What follows belongs to an exercise in optimizing a design on an open flow for small area and a short achievable clock period; a production flow would make more cautious choices.
Function was checked by simulation only, so behaviour that the tests miss may differ from the original.
Power and IR drop assume default switching activity.

==> run a <==
// CPU
module CPU(
  input clk,
  input reset,
  input [18:0] instruction,
  output reg [18:0] r3,
  output [14:0] Pc
);
==> module CPU, before the edit <==
module CPU(
  input clk,
  input reset,
  input [18:0] instruction,
  output reg [18:0] r3,
  output [14:0] Pc
);
  localparam T1 = 8;
  localparam T2 = 14;
  localparam RW = 11;
  reg [14:0] Pc_register;
  reg [14:0] Link_register;
  assign Pc = Pc_register;
  wire [14:0] Pc_next = Pc_register + 15'd1;
  reg [4:0] If_Id_Opcode;
  reg [7:0] If_Id_rs1, If_Id_rs2;
  reg [2:0] If_Id_rd;
  reg [14:0] If_Id_Pc1;
  always @(posedge clk) begin
    If_Id_Opcode <= instruction[18:14];
    If_Id_rs1 <= 8'b1 << instruction[14:12];
    If_Id_rs2 <= 8'b1 << instruction[11:9];
    If_Id_rd <= instruction[8:6];
    If_Id_Pc1 <= Pc_next;
  end
  wire [4:0] id_op = If_Id_Opcode;
  reg [2:0] Memory_Wb_rd;
  reg Memory_Wb_write;
  wire [18:0] A, B;
  RegisterFile register_file(
    .clk(clk),
    .reset(reset),
    .r1(If_Id_rs1),
    .r2(If_Id_rs2),
    .r3(Memory_Wb_rd),
    .write_data(r3),
    .register_write(Memory_Wb_write),
    .read_data1(A),
    .read_data2(B)
  );
  wire id_register_write, id_div, id_load, id_store, id_sel_res, id_branch, id_jump, id_call, id_ret;
  ControlUnit control(
    .Opcode(id_op),
    .register_write(id_register_write),
    .is_div(id_div),
    .is_load(id_load),
    .is_store(id_store),
    .sel_res(id_sel_res),
    .branch(id_branch),
    .jump(id_jump),
    .call(id_call),
    .ret(id_ret)
  );
  wire [18:0] id_P, id_AQ;
  DivSteps #(.FIRST(0), .LAST(T1), .RW(RW)) div1(.P(19'b0), .AQ(A), .B(B), .Po(id_P), .AQo(id_AQ));
  reg [18:0] Id_Ex_B, Id_Ex_P, Id_Ex_AQ;
  reg [18:19-T1] Id_Ex_A_high;    
  reg [4:0] Id_Ex_Opcode;
  reg [2:0] Id_Ex_rd;
  reg Id_Ex_register_write, Id_Ex_div, Id_Ex_load, Id_Ex_store, Id_Ex_sel_res;
  reg Id_Ex_take, Id_Ex_call, Id_Ex_ret;
  always @(posedge clk) begin
    Id_Ex_A_high <= A[18:19-T1];
    Id_Ex_Opcode <= id_op;
    Id_Ex_B <= B;
    Id_Ex_P <= id_P;
    Id_Ex_AQ <= id_AQ;
    Id_Ex_rd <= If_Id_rd;
    Id_Ex_register_write <= id_register_write;
    Id_Ex_div <= id_div;
    Id_Ex_load <= id_load;
    Id_Ex_store <= id_store;
    Id_Ex_sel_res <= id_sel_res;
    Id_Ex_take <= id_jump | (id_branch && A == B);
    Id_Ex_call <= id_call;
    Id_Ex_ret <= id_ret;
  end
  wire [18:0] Id_Ex_A = {Id_Ex_A_high, Id_Ex_AQ[18:T1]};
  always @(posedge clk or posedge reset)
    if (reset)
      Pc_register <= 15'b0;
    else if (Id_Ex_ret)
      Pc_register <= Link_register;
    else if (Id_Ex_take)
      Pc_register <= Id_Ex_A[14:0];
    else
      Pc_register <= Pc_next;
  reg reset_seen;    
  always @(posedge clk or posedge reset)
    if (reset)
      reset_seen <= 1'b1;
    else
      reset_seen <= 1'b0;
  always @(posedge clk or posedge reset)
    if (reset)
      Link_register <= 15'b0;
    else if (id_call)
      Link_register <= If_Id_Pc1;
    else if (reset_seen && Id_Ex_call)
      Link_register <= 15'd1;
  wire [18:0] ex_res;
  ArithmeticLU alu(.r1(Id_Ex_A), .r2(Id_Ex_B), .Opcode(Id_Ex_Opcode), .r3(ex_res));
  wire [18:0] ex_P, ex_AQ;
  DivSteps #(.FIRST(T1), .LAST(T2), .RW(RW)) div2(.P(Id_Ex_P), .AQ(Id_Ex_AQ), .B(Id_Ex_B), .Po(ex_P), .AQo(ex_AQ));
  reg [18:0] Ex_Memory_res, Ex_Memory_B, Ex_Memory_P, Ex_Memory_AQ;
  reg [2:0] Ex_Memory_rd;
  reg Ex_Memory_register_write, Ex_Memory_div, Ex_Memory_load, Ex_Memory_store, Ex_Memory_sel_res;
  always @(posedge clk) begin
    Ex_Memory_res <= ex_res;
    Ex_Memory_B <= Id_Ex_B;
    Ex_Memory_P <= ex_P;
    Ex_Memory_AQ <= ex_AQ;
    Ex_Memory_rd <= Id_Ex_rd;
    Ex_Memory_register_write <= Id_Ex_register_write;
    Ex_Memory_div <= Id_Ex_div;
    Ex_Memory_load <= Id_Ex_load;
    Ex_Memory_store <= Id_Ex_store;
    Ex_Memory_sel_res <= Id_Ex_sel_res;
  end
  wire [18:0] memory_data;
  MemoryInterface memory_interface(
    .clk(clk),
    .reset(reset),
    .address(Ex_Memory_res[3:0]),
    .write_data(Ex_Memory_B),
    .memory_write(Ex_Memory_store),
    .read_data(memory_data)
  );
  wire [18:0] mem_P, quotient;
  DivSteps #(.FIRST(T2), .LAST(19), .RW(RW)) div3(.P(Ex_Memory_P), .AQ(Ex_Memory_AQ), .B(Ex_Memory_B), .Po(mem_P), .AQo(quotient));
  wire sel_div = Ex_Memory_div && Ex_Memory_B != 19'b0;    
  always @(posedge clk) begin
    r3 <= ({19{sel_div}} & quotient) |
          ({19{Ex_Memory_load}} & memory_data) |
          ({19{Ex_Memory_sel_res}} & Ex_Memory_res);
    Memory_Wb_rd <= Ex_Memory_rd;
    Memory_Wb_write <= Ex_Memory_register_write;
  end
endmodule
clock: 36.0 ns
lec_check: 0
abc_area: 1
cap_margin: 20
core_margin: 2
core_utilization: 55
cts_buf_list: sky130_fd_sc_hd__clkbuf_4 sky130_fd_sc_hd__clkbuf_8
place_density: 0.7
slew_margin: 20
tns_end_percent: 10
standard.sh (not shown) runs the stock make flow with config.mk's settings and CLKGATE_MAP_FILE= SYNTH_SCRIPT=/design/flow/synth_recipe.tcl, a recipe that flattens the netlist after the stock synthesis.
==> flow/flow/run.sh <==
#!/bin/bash
# Standard ORFS layout (the standard.sh, standard synthesis unchanged), with
# two changes to how the layout is made:
#  - port buffers are buf_2 cells instead of the resizer's default delay cells;
#  - timing repair aims for the slack the design can reach at its real speed
#    (a setup margin), so it upsizes the slowest paths.
# The clock period, I/O delays and loads are the design's (constraint.sdc).
set -euo pipefail
export BUFFER_PORTS_ARGS="-buffer_cell sky130_fd_sc_hd__buf_2"
export SETUP_SLACK_MARGIN=27.5
bash standard.sh > standard.log 2>&1
==> run b: changes against run a <==
--- a/flow/design.v
+++ b/flow/design.v
@@ -465,7 +465,7 @@
 );
   localparam T1 = 8;
   localparam T2 = 14;
-  localparam RW = 11;
+  localparam RW = 10;
   reg [14:0] Pc_register;
   reg [14:0] Link_register;
   assign Pc = Pc_register;
@@ -560,14 +560,13 @@
   ArithmeticLU alu(.r1(Id_Ex_A), .r2(Id_Ex_B), .Opcode(Id_Ex_Opcode), .r3(ex_res));
   wire [18:0] ex_P, ex_AQ;
   DivSteps #(.FIRST(T1), .LAST(T2), .RW(RW)) div2(.P(Id_Ex_P), .AQ(Id_Ex_AQ), .B(Id_Ex_B), .Po(ex_P), .AQo(ex_AQ));
-  reg [18:0] Ex_Memory_res, Ex_Memory_B, Ex_Memory_P, Ex_Memory_AQ;
+  reg [18:0] Ex_Memory_B, Ex_Memory_P, Ex_Memory_AQ;
   reg [2:0] Ex_Memory_rd;
   reg Ex_Memory_register_write, Ex_Memory_div, Ex_Memory_load, Ex_Memory_store, Ex_Memory_sel_res;
   always @(posedge clk) begin
-    Ex_Memory_res <= ex_res;
     Ex_Memory_B <= Id_Ex_B;
     Ex_Memory_P <= ex_P;
-    Ex_Memory_AQ <= ex_AQ;
+    Ex_Memory_AQ <= Id_Ex_div ? ex_AQ : ex_res;
     Ex_Memory_rd <= Id_Ex_rd;
     Ex_Memory_register_write <= Id_Ex_register_write;
     Ex_Memory_div <= Id_Ex_div;
@@ -575,6 +574,7 @@
     Ex_Memory_store <= Id_Ex_store;
     Ex_Memory_sel_res <= Id_Ex_sel_res;
   end
+  wire [18:0] Ex_Memory_res = Ex_Memory_AQ;
   wire [18:0] memory_data;
   MemoryInterface memory_interface(
     .clk(clk),
- CORE_UTILIZATION: 55 -> 65
- PLACE_DENSITY: 0.7 -> 0.8
==> run c: changes against run a <==
--- a/flow/design.v
+++ b/flow/design.v
@@ -465,7 +465,7 @@
 );
   localparam T1 = 8;
   localparam T2 = 14;
-  localparam RW = 11;
+  localparam RW = 10;
   reg [14:0] Pc_register;
   reg [14:0] Link_register;
   assign Pc = Pc_register;
@@ -560,14 +560,13 @@
   ArithmeticLU alu(.r1(Id_Ex_A), .r2(Id_Ex_B), .Opcode(Id_Ex_Opcode), .r3(ex_res));
   wire [18:0] ex_P, ex_AQ;
   DivSteps #(.FIRST(T1), .LAST(T2), .RW(RW)) div2(.P(Id_Ex_P), .AQ(Id_Ex_AQ), .B(Id_Ex_B), .Po(ex_P), .AQo(ex_AQ));
-  reg [18:0] Ex_Memory_res, Ex_Memory_B, Ex_Memory_P, Ex_Memory_AQ;
+  reg [18:0] Ex_Memory_B, Ex_Memory_P, Ex_Memory_AQ;
   reg [2:0] Ex_Memory_rd;
   reg Ex_Memory_register_write, Ex_Memory_div, Ex_Memory_load, Ex_Memory_store, Ex_Memory_sel_res;
   always @(posedge clk) begin
-    Ex_Memory_res <= ex_res;
     Ex_Memory_B <= Id_Ex_B;
     Ex_Memory_P <= ex_P;
-    Ex_Memory_AQ <= ex_AQ;
+    Ex_Memory_AQ <= Id_Ex_div ? ex_AQ : ex_res;
     Ex_Memory_rd <= Id_Ex_rd;
     Ex_Memory_register_write <= Id_Ex_register_write;
     Ex_Memory_div <= Id_Ex_div;
@@ -575,6 +574,7 @@
     Ex_Memory_store <= Id_Ex_store;
     Ex_Memory_sel_res <= Id_Ex_sel_res;
   end
+  wire [18:0] Ex_Memory_res = Ex_Memory_AQ;
   wire [18:0] memory_data;
   MemoryInterface memory_interface(
     .clk(clk),
- CORE_UTILIZATION: 55 -> 65
- CTS_BUF_LIST: sky130_fd_sc_hd__clkbuf_4 sky130_fd_sc_hd__clkbuf_8 -> sky130_fd_sc_hd__clkbuf_16
- CTS_CLUSTER_DIAMETER: default -> 80
- CTS_CLUSTER_SIZE: default -> 20
- PLACE_DENSITY: 0.7 -> 0.8
==> qor summary <==
Run status: run a timing/DRC/antenna clean; run c timing/DRC/antenna clean; run b timing/DRC/antenna clean
Clk network pwr share: run a 16.4%; run c 12.5%; run b 16.0%
Share of the final layout cell area in multi-input gates: run a 42.4%; run c 45.2%; run b 44.2%
Met1 wire length: run a 51,200 µm; run c 48,400 µm; run b 48,800 µm
Buffers, non-clock: run a 268; run c 175; run b 187
Sequential cell area share: run a 40.3%; run c 41.3%; run b 40.4%
Inverter count: run a 627; run c 634; run b 634
Die width: run a 281 µm; run c 260 µm; run b 260 µm
Netlist Area Pre-Place: run a 42,300 µm²; run c 42,600 µm²; run b 42,600 µm²
Reg2Reg Launch Point: run a register_file.valid[1]; run c Id_Ex_B[17]; run b Id_Ex_B[1]
Sequential fraction of design power: run a 23.7%; run c 25.3%; run b 24.0%
Worst slew pin tran: run a 1.22 ns; run c 1.29 ns; run b 1.21 ns
Number of placement rows: run a 101; run c 93; run b 93
Sequential standard cell area: run a 19,400 µm²; run c 18,900 µm²; run b 19,000 µm²
FF+latch count, synth: run a 722; run c 703; run b 703
Total length of routed wires: run a 131,000 µm; run c 127,000 µm; run b 129,000 µm
Layout overhead on the synthesized area: run a 13.9%; run c 7.63%; run b 10.4%
Met1 track demand over resource in global routing: run a 42.2%; run c 49.4%; run b 49.5%
Area occupied by multi-input gates: run a 20,400 µm²; run c 20,800 µm²; run b 20,800 µm²
Worst Hold Margin: run a 0.303 ns; run c 0.321 ns; run b 0.321 ns
Simple-gate portion of the synthesized area: run a 23.2%; run c 25.6%; run b 25.6%
Vias in the first global route: run a 33,800; run c 33,800; run b 34,500
Period Utilization, post-route: run a 23.7%; run c 24.0%; run b 23.7%
Leakage power: run a 20.8 nW; run c 19.9 nW; run b 20.5 nW
Number of buffers created by CTS: run a 111; run c 43; run b 106


==> build 22 <==
==> flow/design.v <==
module ArithmeticLU(
  input [18:0] r1,
  input [18:0] r2,
  input [4:0] Opcode,
  output reg [18:0] r3
);
  wire sub = Opcode == 5'b00010;
  wire inc = Opcode == 5'b00101;
  wire dec = Opcode == 5'b00110;
  wire [18:0] y = (inc | dec) ? {19{dec}} : (sub ? ~r2 : r2);
  wire [18:0] sum = r1 + y + {18'b0, sub | inc};
  always @(*)
    case (Opcode)
      5'b00001, 5'b00010, 5'b00101, 5'b00110: r3 = sum;
      5'b00011: r3 = r1 * r2;
      5'b00111: r3 = r1 & r2;
      5'b01000: r3 = r1 | r2;
      5'b01001: r3 = r1 ^ r2;
      5'b01010: r3 = ~r1;
      default:  r3 = r1;
    endcase
endmodule
module SubGe #(parameter W = 1, parameter FAST = 0) (
  input [W-1:0] Y,
  input [W-1:0] K,
  output ge,
  output [W-1:0] d
);
  generate
    if (FAST) begin : f
      SubGeBK #(.W(W)) s(.Y(Y), .K(K), .ge(ge), .d(d));
    end else begin : r
      wire [W:0] c;    
      assign c[0] = 1'b0;
      genvar i;
      for (i = 0; i < W; i = i + 1) begin : b
        assign c[i+1] = (~Y[i] & K[i]) | ((~Y[i] | K[i]) & c[i]);
      end
      assign ge = ~c[W];
      assign d = K ^ c[W-1:0];
    end
  endgenerate
endmodule
module SubGeBK #(parameter W = 1) (
  input [W-1:0] Y,
  input [W-1:0] K,
  output ge,
  output [W-1:0] d
);
  wire [W-1:0] g [0:10];
  wire [W-1:0] p [0:10];
  assign g[0] = ~Y & K;
  assign p[0] = ~Y | K;
  genvar l, i;
  generate
    for (l = 0; l < 5; l = l + 1) begin : up
      for (i = 0; i < W; i = i + 1) begin : b
        if (((i + 1) % (2 << l)) == 0) begin : c
          assign g[l+1][i] = g[l][i] | (p[l][i] & g[l][i - (1 << l)]);
          assign p[l+1][i] = p[l][i] & p[l][i - (1 << l)];
        end else begin : n
          assign g[l+1][i] = g[l][i];
          assign p[l+1][i] = p[l][i];
        end
      end
    end
    for (l = 0; l < 5; l = l + 1) begin : dn
      for (i = 0; i < W; i = i + 1) begin : b
        if (((i + 1) % (1 << (4 - l))) == ((1 << (4 - l)) >> 1) && (i + 1) > (1 << (4 - l)) && l < 4) begin : c
          assign g[l+6][i] = g[l+5][i] | (p[l+5][i] & g[l+5][i - ((1 << (4 - l)) >> 1)]);
          assign p[l+6][i] = p[l+5][i] & p[l+5][i - ((1 << (4 - l)) >> 1)];
        end else begin : n
          assign g[l+6][i] = g[l+5][i];
          assign p[l+6][i] = p[l+5][i];
        end
      end
    end
    if (W == 1) begin : w1
      assign d = K;
    end else begin : wn
      assign d = K ^ {g[10][W-2:0], 1'b0};
    end
  endgenerate
  assign ge = ~g[10][W-1];
endmodule
module DivStep #(parameter S = 0, parameter RW = 0) (
  input [18:0] P,
  input a,
  input [18:0] B,
  output [18:0] Po,
  output q
);
  localparam W = S + 1;
  wire [W-1:0] X;
  wire hz;
  generate
    if (S == 0) begin : g0
      assign X = a;
    end else begin : gn
      assign X = {P[S-1:0], a};
    end
    if (S == 18) begin : h18
      assign hz = 1'b1;
    end else begin : hn
      assign hz = ~|B[18:S+1];
    end
  endgenerate
  wire ge;
  wire [W-1:0] d;
  SubGe #(.W(W), .FAST(W > RW)) sub(.Y(X), .K(B[S:0]), .ge(ge), .d(d));
  assign q = hz & ge;
  wire [W-1:0] r = X ^ ({W{q}} & d);
  generate
    if (S == 18) begin : o18
      assign Po = r;
    end else begin : on
      assign Po = {{(18-S){1'b0}}, r};
    end
  endgenerate
endmodule
module DivSteps #(parameter FIRST = 0, parameter LAST = 19, parameter RW = 0) (
  input [18:0] P,
  input [18:0] AQ,
  input [18:0] B,
  output [18:0] Po,
  output [18:0] AQo
);
  wire [18:0] p [FIRST:LAST];
  wire [18:0] aq [FIRST:LAST];
  assign p[FIRST] = P;
  assign aq[FIRST] = AQ;
  genvar s;
  generate
    for (s = FIRST; s < LAST; s = s + 1) begin : st
      wire q;
      DivStep #(.S(s), .RW(RW)) step(.P(p[s]), .a(aq[s][18]), .B(B), .Po(p[s+1]), .q(q));
      assign aq[s+1] = {aq[s][17:0], q};
    end
  endgenerate
  assign Po = p[LAST];
  assign AQo = aq[LAST];
endmodule
module ControlUnit(
  input [4:0] Opcode,
  output register_write,
  output is_div,
  output is_load,
  output is_store,
  output sel_res,      
  output branch,
  output jump,         
  output call,
  output ret
);
  assign is_div   = Opcode == 5'b00100;
  assign is_load  = Opcode == 5'b10000;
  assign is_store = Opcode == 5'b10001;
  assign branch   = Opcode == 5'b01011 || Opcode == 5'b01100;
  assign jump     = Opcode == 5'b01101 || Opcode == 5'b01110;
  assign call     = Opcode == 5'b01110;
  assign ret      = Opcode == 5'b01111;
  assign sel_res  = (Opcode >= 5'b00001 && Opcode <= 5'b01101 && !is_div) || is_store;
  assign register_write = (Opcode >= 5'b00001 && Opcode <= 5'b01010) || is_load ||
                          Opcode == 5'b10010 || Opcode == 5'b10011 || Opcode == 5'b10100;
endmodule
module MemoryInterface(
  input clk,
  input reset,
  input [3:0] address,
  input [18:0] write_data,
  input memory_write,
  output [18:0] read_data
);
  reg [18:0] memory [0:15];
  reg [15:0] valid;
  assign read_data = valid[address] ? memory[address] : 19'b0;
  always @(posedge clk)
    if (memory_write)
      memory[address] <= write_data;
  integer i;
  always @(posedge clk or posedge reset)
    if (reset)
      valid <= 16'b0;
    else
      for (i = 0; i < 16; i = i + 1)
        if (memory_write && address == i)
          valid[i] <= 1'b1;
endmodule
module RegisterFile(
  input clk,
  input reset,
  input [7:0] r1, r2,
  input [2:0] r3,
  input [18:0] write_data,
  input register_write,
  output [18:0] read_data1,
  output [18:0] read_data2
);
  reg [18:0] registers [0:7];
  reg [7:0] valid;
  wire [18:0] d1 [0:8];
  wire [18:0] d2 [0:8];
  assign d1[0] = 19'b0;
  assign d2[0] = 19'b0;
  genvar g;
  generate
    for (g = 0; g < 8; g = g + 1) begin : rd
      assign d1[g+1] = d1[g] | (registers[g] & {19{r1[g] & valid[g]}});
      assign d2[g+1] = d2[g] | (registers[g] & {19{r2[g] & valid[g]}});
    end
  endgenerate
  assign read_data1 = d1[8];
  assign read_data2 = d2[8];
  integer i;
  always @(posedge clk)
    if (register_write)
      registers[r3] <= write_data;
  always @(posedge clk or posedge reset)
    if (reset)
      valid <= 8'b0;
    else
      for (i = 0; i < 8; i = i + 1)
        if (register_write && r3 == i)
          valid[i] <= 1'b1;
endmodule
module CPU(
  input clk,
  input reset,
  input [18:0] instruction,
  output reg [18:0] r3,
  output [14:0] Pc
);
  localparam T1 = 8;
  localparam T2 = 14;
  localparam RW = 10;
  reg [14:0] Pc_register;
  reg [14:0] Link_register;
  assign Pc = Pc_register;
  wire [14:0] Pc_next = Pc_register + 15'd1;
  reg [4:0] If_Id_Opcode;
  reg [7:0] If_Id_rs1, If_Id_rs2;
  reg [2:0] If_Id_rd;
  reg [14:0] If_Id_Pc1;
  always @(posedge clk) begin
    If_Id_Opcode <= instruction[18:14];
    If_Id_rs1 <= 8'b1 << instruction[14:12];
    If_Id_rs2 <= 8'b1 << instruction[11:9];
    If_Id_rd <= instruction[8:6];
    If_Id_Pc1 <= Pc_next;
  end
  wire [4:0] id_op = If_Id_Opcode;
  reg [2:0] Memory_Wb_rd;
  reg Memory_Wb_write;
  wire [18:0] A, B;
  RegisterFile register_file(
    .clk(clk),
    .reset(reset),
    .r1(If_Id_rs1),
    .r2(If_Id_rs2),
    .r3(Memory_Wb_rd),
    .write_data(r3),
    .register_write(Memory_Wb_write),
    .read_data1(A),
    .read_data2(B)
  );
  wire id_register_write, id_div, id_load, id_store, id_sel_res, id_branch, id_jump, id_call, id_ret;
  ControlUnit control(
    .Opcode(id_op),
    .register_write(id_register_write),
    .is_div(id_div),
    .is_load(id_load),
    .is_store(id_store),
    .sel_res(id_sel_res),
    .branch(id_branch),
    .jump(id_jump),
    .call(id_call),
    .ret(id_ret)
  );
  wire [18:0] id_P, id_AQ;
  DivSteps #(.FIRST(0), .LAST(T1), .RW(RW)) div1(.P(19'b0), .AQ(A), .B(B), .Po(id_P), .AQo(id_AQ));
  reg [18:0] Id_Ex_B, Id_Ex_P, Id_Ex_AQ;
  reg [18:19-T1] Id_Ex_A_high;    
  reg [4:0] Id_Ex_Opcode;
  reg [2:0] Id_Ex_rd;
  reg Id_Ex_register_write, Id_Ex_div, Id_Ex_load, Id_Ex_store, Id_Ex_sel_res;
  reg Id_Ex_take, Id_Ex_call, Id_Ex_ret;
  always @(posedge clk) begin
    Id_Ex_A_high <= A[18:19-T1];
    Id_Ex_Opcode <= id_op;
    Id_Ex_B <= B;
    Id_Ex_P <= id_P;
    Id_Ex_AQ <= id_AQ;
    Id_Ex_rd <= If_Id_rd;
    Id_Ex_register_write <= id_register_write;
    Id_Ex_div <= id_div;
    Id_Ex_load <= id_load;
    Id_Ex_store <= id_store;
    Id_Ex_sel_res <= id_sel_res;
    Id_Ex_take <= id_jump | (id_branch && A == B);
    Id_Ex_call <= id_call;
    Id_Ex_ret <= id_ret;
  end
  wire [18:0] Id_Ex_A = {Id_Ex_A_high, Id_Ex_AQ[18:T1]};
  always @(posedge clk or posedge reset)
    if (reset)
      Pc_register <= 15'b0;
    else if (Id_Ex_ret)
      Pc_register <= Link_register;
    else if (Id_Ex_take)
      Pc_register <= Id_Ex_A[14:0];
    else
      Pc_register <= Pc_next;
  reg reset_seen;    
  always @(posedge clk or posedge reset)
    if (reset)
      reset_seen <= 1'b1;
    else
      reset_seen <= 1'b0;
  always @(posedge clk or posedge reset)
    if (reset)
      Link_register <= 15'b0;
    else if (id_call)
      Link_register <= If_Id_Pc1;
    else if (reset_seen && Id_Ex_call)
      Link_register <= 15'd1;
  wire [18:0] ex_res;
  ArithmeticLU alu(.r1(Id_Ex_A), .r2(Id_Ex_B), .Opcode(Id_Ex_Opcode), .r3(ex_res));
  wire [18:0] ex_P, ex_AQ;
  DivSteps #(.FIRST(T1), .LAST(T2), .RW(RW)) div2(.P(Id_Ex_P), .AQ(Id_Ex_AQ), .B(Id_Ex_B), .Po(ex_P), .AQo(ex_AQ));
  reg [18:0] Ex_Memory_res, Ex_Memory_B, Ex_Memory_P, Ex_Memory_AQ;
  reg [2:0] Ex_Memory_rd;
  reg Ex_Memory_register_write, Ex_Memory_div, Ex_Memory_load, Ex_Memory_store, Ex_Memory_sel_res;
  always @(posedge clk) begin
    Ex_Memory_res <= ex_res;
    Ex_Memory_B <= Id_Ex_B;
    Ex_Memory_P <= ex_P;
    Ex_Memory_AQ <= ex_AQ;
    Ex_Memory_rd <= Id_Ex_rd;
    Ex_Memory_register_write <= Id_Ex_register_write;
    Ex_Memory_div <= Id_Ex_div;
    Ex_Memory_load <= Id_Ex_load;
    Ex_Memory_store <= Id_Ex_store;
    Ex_Memory_sel_res <= Id_Ex_sel_res;
  end
  wire [18:0] memory_data;
  MemoryInterface memory_interface(
    .clk(clk),
    .reset(reset),
    .address(Ex_Memory_res[3:0]),
    .write_data(Ex_Memory_B),
    .memory_write(Ex_Memory_store),
    .read_data(memory_data)
  );
  wire [18:0] mem_P, quotient;
  DivSteps #(.FIRST(T2), .LAST(19), .RW(RW)) div3(.P(Ex_Memory_P), .AQ(Ex_Memory_AQ), .B(Ex_Memory_B), .Po(mem_P), .AQo(quotient));
  wire sel_div = Ex_Memory_div && Ex_Memory_B != 19'b0;    
  always @(posedge clk) begin
    r3 <= ({19{sel_div}} & quotient) |
          ({19{Ex_Memory_load}} & memory_data) |
          ({19{Ex_Memory_sel_res}} & Ex_Memory_res);
    Memory_Wb_rd <= Ex_Memory_rd;
    Memory_Wb_write <= Ex_Memory_register_write;
  end
endmodule
==> flow/flow/run.sh <==
#!/bin/bash
# Standard ORFS layout (the standard.sh, standard synthesis unchanged), with
# two changes to how the layout is made:
#  - port buffers are buf_2 cells instead of the resizer's default delay cells;
#  - timing repair aims for the slack the design can reach at its real speed
#    (a setup margin), so it upsizes the slowest paths.
# The clock period, I/O delays and loads are the design's (constraint.sdc).
set -euo pipefail
export BUFFER_PORTS_ARGS="-buffer_cell sky130_fd_sc_hd__buf_2"
export SETUP_SLACK_MARGIN=27.5
bash standard.sh > standard.log 2>&1
==> flow/standard.sh <==
#!/bin/bash
# synth_recipe.tcl (not shown) runs the flow's synth.tcl, then flattens the netlist and writes it again
# the make line also repeats each setting of config.mk as NAME=value (left out here)
make -C /OpenROAD-flow-scripts/flow DESIGN_CONFIG=/design/flow/config.mk WORK_HOME=/design/flow/orfs CLKGATE_MAP_FILE= SYNTH_SCRIPT=/design/flow/synth_recipe.tcl "${@:-finish}"
==> flow/config.mk <==
export PLATFORM = sky130hd
export DESIGN_NAME = CPU
export DESIGN_NICKNAME = CPU
export VERILOG_FILES = /design/flow/design.v
export SDC_FILE = /design/flow/constraint.sdc
export NUM_CORES = 4
export LEC_CHECK = 0
export ABC_AREA = 1
export CAP_MARGIN = 20
export CORE_MARGIN = 2
export CORE_UTILIZATION = 55
export CTS_BUF_LIST = sky130_fd_sc_hd__clkbuf_4 sky130_fd_sc_hd__clkbuf_8
export PLACE_DENSITY = 0.7
export SLEW_MARGIN = 20
export TNS_END_PERCENT = 1
==> flow/constraint.sdc <==
create_clock -name core_clock -period 36.0 [get_ports {clk}]
set_input_delay 7.2000 -clock core_clock [delete_from_list [all_inputs] [get_ports {clk}]]
set_output_delay 7.2000 -clock core_clock [all_outputs]
set_load 0.01 [all_outputs]
==> inputs of trial 77, as changes to build 22 <==
--- a/flow/design.v
+++ b/flow/design.v
@@ -232,7 +232,7 @@
 );
   localparam T1 = 8;
   localparam T2 = 14;
-  localparam RW = 10;
+  localparam RW = 12;
   reg [14:0] Pc_register;
   reg [14:0] Link_register;
   assign Pc = Pc_register;
--- a/flow/config.mk
+++ b/flow/config.mk
@@ -12,4 +12,3 @@
 export CTS_BUF_LIST = sky130_fd_sc_hd__clkbuf_4 sky130_fd_sc_hd__clkbuf_8
 export PLACE_DENSITY = 0.7
 export SLEW_MARGIN = 20
-export TNS_END_PERCENT = 1
==> inputs of build 90, as changes to build 22 <==
--- a/flow/design.v
+++ b/flow/design.v
@@ -118,13 +118,56 @@
     end
   endgenerate
 endmodule
-module DivSteps #(parameter FIRST = 0, parameter LAST = 19, parameter RW = 0) (
+module DivStep2 #(parameter S = 0, parameter RW = 0) (
+  input [18:0] P,
+  input a1,
+  input a2,
+  input [18:0] B,
+  input [20:0] B3,
+  output [18:0] Po,
+  output q1,
+  output q2
+);
+  localparam W = S + 2;
+  wire [W-1:0] Y;
+  generate
+    if (S == 0) begin : g0
+      assign Y = {a1, a2};
+    end else begin : gn
+      assign Y = {P[S-1:0], a1, a2};
+    end
+  endgenerate
+  wire [21:0] K1 = {3'b0, B};
+  wire [21:0] K2 = {2'b0, B, 1'b0};
+  wire [21:0] K3 = {1'b0, B3};
+  wire g1, g2, g3;
+  wire [W-1:0] d1, d2, d3;
+  SubGe #(.W(W), .FAST(W > RW)) s1(.Y(Y), .K(K1[W-1:0]), .ge(g1), .d(d1));
+  SubGe #(.W(W), .FAST(W > RW)) s2(.Y(Y), .K(K2[W-1:0]), .ge(g2), .d(d2));
+  SubGe #(.W(W), .FAST(W > RW)) s3(.Y(Y), .K(K3[W-1:0]), .ge(g3), .d(d3));
+  wire ge1 = ~|K1[21:W] & g1;
+  wire ge2 = ~|K2[21:W] & g2;
+  wire ge3 = ~|K3[21:W] & g3;
+  assign q1 = ge2;
+  assign q2 = ge2 ? ge3 : ge1;
+  wire [W-1:0] r = Y ^ (ge3 ? d3 : ge2 ? d2 : ge1 ? d1 : {W{1'b0}});
+  generate
+    if (W == 19) begin : o19
+      assign Po = r;
+    end else begin : on
+      assign Po = {{(19-W){1'b0}}, r};
+    end
+  endgenerate
+endmodule
+module DivSteps #(parameter FIRST = 0, parameter LAST = 19, parameter R2 = 0, parameter RW = 0) (
   input [18:0] P,
   input [18:0] AQ,
   input [18:0] B,
+  input [20:0] B3,
   output [18:0] Po,
   output [18:0] AQo
 );
+  localparam PS = (FIRST > R2) ? FIRST : R2;    
   wire [18:0] p [FIRST:LAST];
   wire [18:0] aq [FIRST:LAST];
   assign p[FIRST] = P;
@@ -132,9 +175,16 @@
   genvar s;
   generate
     for (s = FIRST; s < LAST; s = s + 1) begin : st
-      wire q;
-      DivStep #(.S(s), .RW(RW)) step(.P(p[s]), .a(aq[s][18]), .B(B), .Po(p[s+1]), .q(q));
-      assign aq[s+1] = {aq[s][17:0], q};
+      if (s < PS || ((s - PS) % 2 == 0 && s + 1 == LAST)) begin : one
+        wire q;
+        DivStep #(.S(s), .RW(RW)) step(.P(p[s]), .a(aq[s][18]), .B(B), .Po(p[s+1]), .q(q));
+        assign aq[s+1] = {aq[s][17:0], q};
+      end else if ((s - PS) % 2 == 0) begin : two
+        wire q1, q2;
+        DivStep2 #(.S(s), .RW(RW)) step(.P(p[s]), .a1(aq[s][18]), .a2(aq[s][17]), .B(B), .B3(B3),
+                               .Po(p[s+2]), .q1(q1), .q2(q2));
+        assign aq[s+2] = {aq[s][16:0], q1, q2};
+      end
     end
   endgenerate
   assign Po = p[LAST];
@@ -232,7 +282,8 @@
 );
   localparam T1 = 8;
   localparam T2 = 14;
-  localparam RW = 10;
+  localparam R2 = 19;
+  localparam RW = 12;
   reg [14:0] Pc_register;
   reg [14:0] Link_register;
   assign Pc = Pc_register;
@@ -277,17 +328,19 @@
     .ret(id_ret)
   );
   wire [18:0] id_P, id_AQ;
-  DivSteps #(.FIRST(0), .LAST(T1), .RW(RW)) div1(.P(19'b0), .AQ(A), .B(B), .Po(id_P), .AQo(id_AQ));
-  reg [18:0] Id_Ex_B, Id_Ex_P, Id_Ex_AQ;
-  reg [18:19-T1] Id_Ex_A_high;    
+  wire [20:0] B3 = {2'b0, B} + {1'b0, B, 1'b0};
+  DivSteps #(.FIRST(0), .LAST(T1), .R2(R2), .RW(RW)) div1(.P(19'b0), .AQ(A), .B(B), .B3(B3), .Po(id_P), .AQo(id_AQ));
+  reg [18:0] Id_Ex_A, Id_Ex_B, Id_Ex_P, Id_Ex_AQ;
   reg [4:0] Id_Ex_Opcode;
+  reg [20:0] Id_Ex_B3;
   reg [2:0] Id_Ex_rd;
   reg Id_Ex_register_write, Id_Ex_div, Id_Ex_load, Id_Ex_store, Id_Ex_sel_res;
   reg Id_Ex_take, Id_Ex_call, Id_Ex_ret;
   always @(posedge clk) begin
-    Id_Ex_A_high <= A[18:19-T1];
+    Id_Ex_A <= A;
     Id_Ex_Opcode <= id_op;
     Id_Ex_B <= B;
+    Id_Ex_B3 <= B3;
     Id_Ex_P <= id_P;
     Id_Ex_AQ <= id_AQ;
     Id_Ex_rd <= If_Id_rd;
@@ -300,7 +353,6 @@
     Id_Ex_call <= id_call;
     Id_Ex_ret <= id_ret;
   end
-  wire [18:0] Id_Ex_A = {Id_Ex_A_high, Id_Ex_AQ[18:T1]};
   always @(posedge clk or posedge reset)
     if (reset)
       Pc_register <= 15'b0;
@@ -326,13 +378,15 @@
   wire [18:0] ex_res;
   ArithmeticLU alu(.r1(Id_Ex_A), .r2(Id_Ex_B), .Opcode(Id_Ex_Opcode), .r3(ex_res));
   wire [18:0] ex_P, ex_AQ;
-  DivSteps #(.FIRST(T1), .LAST(T2), .RW(RW)) div2(.P(Id_Ex_P), .AQ(Id_Ex_AQ), .B(Id_Ex_B), .Po(ex_P), .AQo(ex_AQ));
+  DivSteps #(.FIRST(T1), .LAST(T2), .R2(R2), .RW(RW)) div2(.P(Id_Ex_P), .AQ(Id_Ex_AQ), .B(Id_Ex_B), .B3(Id_Ex_B3), .Po(ex_P), .AQo(ex_AQ));
   reg [18:0] Ex_Memory_res, Ex_Memory_B, Ex_Memory_P, Ex_Memory_AQ;
+  reg [20:0] Ex_Memory_B3;
   reg [2:0] Ex_Memory_rd;
   reg Ex_Memory_register_write, Ex_Memory_div, Ex_Memory_load, Ex_Memory_store, Ex_Memory_sel_res;
   always @(posedge clk) begin
     Ex_Memory_res <= ex_res;
     Ex_Memory_B <= Id_Ex_B;
+    Ex_Memory_B3 <= Id_Ex_B3;
     Ex_Memory_P <= ex_P;
     Ex_Memory_AQ <= ex_AQ;
     Ex_Memory_rd <= Id_Ex_rd;
@@ -352,7 +406,7 @@
     .read_data(memory_data)
   );
   wire [18:0] mem_P, quotient;
-  DivSteps #(.FIRST(T2), .LAST(19), .RW(RW)) div3(.P(Ex_Memory_P), .AQ(Ex_Memory_AQ), .B(Ex_Memory_B), .Po(mem_P), .AQo(quotient));
+  DivSteps #(.FIRST(T2), .LAST(19), .R2(R2), .RW(RW)) div3(.P(Ex_Memory_P), .AQ(Ex_Memory_AQ), .B(Ex_Memory_B), .B3(Ex_Memory_B3), .Po(mem_P), .AQo(quotient));
   wire sel_div = Ex_Memory_div && Ex_Memory_B != 19'b0;    
   always @(posedge clk) begin
     r3 <= ({19{sel_div}} & quotient) |
==> flow/config.mk (replaced) <==
export PLATFORM = sky130hd
export DESIGN_NAME = CPU
export DESIGN_NICKNAME = CPU
export VERILOG_FILES = /design/flow/design.v
export SDC_FILE = /design/flow/constraint.sdc
export NUM_CORES = 4
export LEC_CHECK = 0
export ABC_AREA = 1
export CAP_MARGIN = 20
export CORE_MARGIN = 2
export CORE_UTILIZATION = 40
export SLEW_MARGIN = 20
==> comparison <==
Core utilization: build 22 is lower than trial 77 (4.5 points).
In flip-flop and latch count, build 90 and trial 77 do not differ.
Against build 22, the total power of trial 77 is larger by about 9%.
Between build 90 and build 22, the lower non-clock buffer count is in build 22 (gap 144).
Of trial 77 and build 90, build 90 has the higher synthesized area (gap about 0.6%, measured against build 90).
The lowest sequential share of layout area belongs to build 90, the highest to build 22.
Worst setup slack: trial 77 is lower than build 22 (190 ps).
Register-to-register slack, lowest first: trial 77, build 90, build 22.
Against trial 77, the cell count of build 22 is larger by 0.77%.
==> figures <==
	trial 77	build 90	build 22
Post-detailed-routing wire length	135 mm	138 mm	129 mm
Fraction of area in registers	0.376	0.376	0.394
Post-layout minimum cycle time	8710 ps	8600 ps	8520 ps
Post-Place Setup Slack	25120 ps	24830 ps	26390 ps
Die Ht	284 microns	333 microns	287 microns
Relative contribution of combinational cells to total power	0.524	0.492	0.494
Power dissipated in combinational cells	1.94 mW	1.79 mW	1.69 mW
Starting Density	0.555	0.403	0.558
Result of the run	timing/DRC/antenna clean	timing/DRC/antenna clean	timing/DRC/antenna clean
Worst flop-to-flop path startpoint	register_file.valid[4]$_DFFE_PP0P_	register_file.valid[2]$_DFFE_PP0P_	Id_Ex_B[5]$_DFF_P_
Fraction of final layout cells with drive strength greater than 1	0.227	0.189	0.140
Power drawn by the clock network	0.743 mW	0.808 mW	0.709 mW
Wire length on met3	13.2 mm	11.1 mm	11.3 mm
First-pass GRT wire length	197 mm	202 mm	195 mm
Final Total Pwr	3.71 mW	3.64 mW	3.42 mW
Count of different cell masters after synthesis	77	77	80
Launching instance or port of the critical path	register_file.valid[4]$_DFFE_PP0P_	register_file.valid[2]$_DFFE_PP0P_	Pc_register[4]$_DFF_PP0_
Post-route clock period utilization	0.242	0.239	0.237
Routing usage on met3	0.0605	0.0378	0.0467

## separate check: timing with driven ports
How much do the figures lean on ideal ports? The routed layouts below were timed once more, with nothing changed but the port constraints. Step 1 (the two cells are an assumption about what drives the block):
set clk [get_ports {clk}]
set_driving_cell -lib_cell sky130_fd_sc_hd__clkbuf_16 $clk
set_driving_cell -lib_cell sky130_fd_sc_hd__buf_2 [delete_from_list [all_inputs] $clk]
Step 2 also shifts input and output timing later by t, the mid clock arrival at the registers, as if the neighbouring blocks saw the same clock. Slacks: no drivers / after step 1 / after step 2; pairs: no drivers / after step 1.
run	shift t [ns]	setup WS [ns]	clock arrival spread, ns
run a	0.787	27.486 / 27.418 / 27.833	0.059 / 0.059
run b	0.803	27.473 / 27.406 / 27.919	0.053 / 0.054
run c	0.674	27.370 / 27.300 / 27.974	0.046 / 0.046
build 22	0.783	27.482 / 27.418 / 27.964	0.074 / 0.074
trial 77	0.800	27.289 / 27.289 / 27.289	0.078 / 0.078
build 90	0.720	27.402 / 27.402 / 27.402	0.057 / 0.057
After both steps every run listed still meets setup and hold. Setup slack includes reset recovery checks.
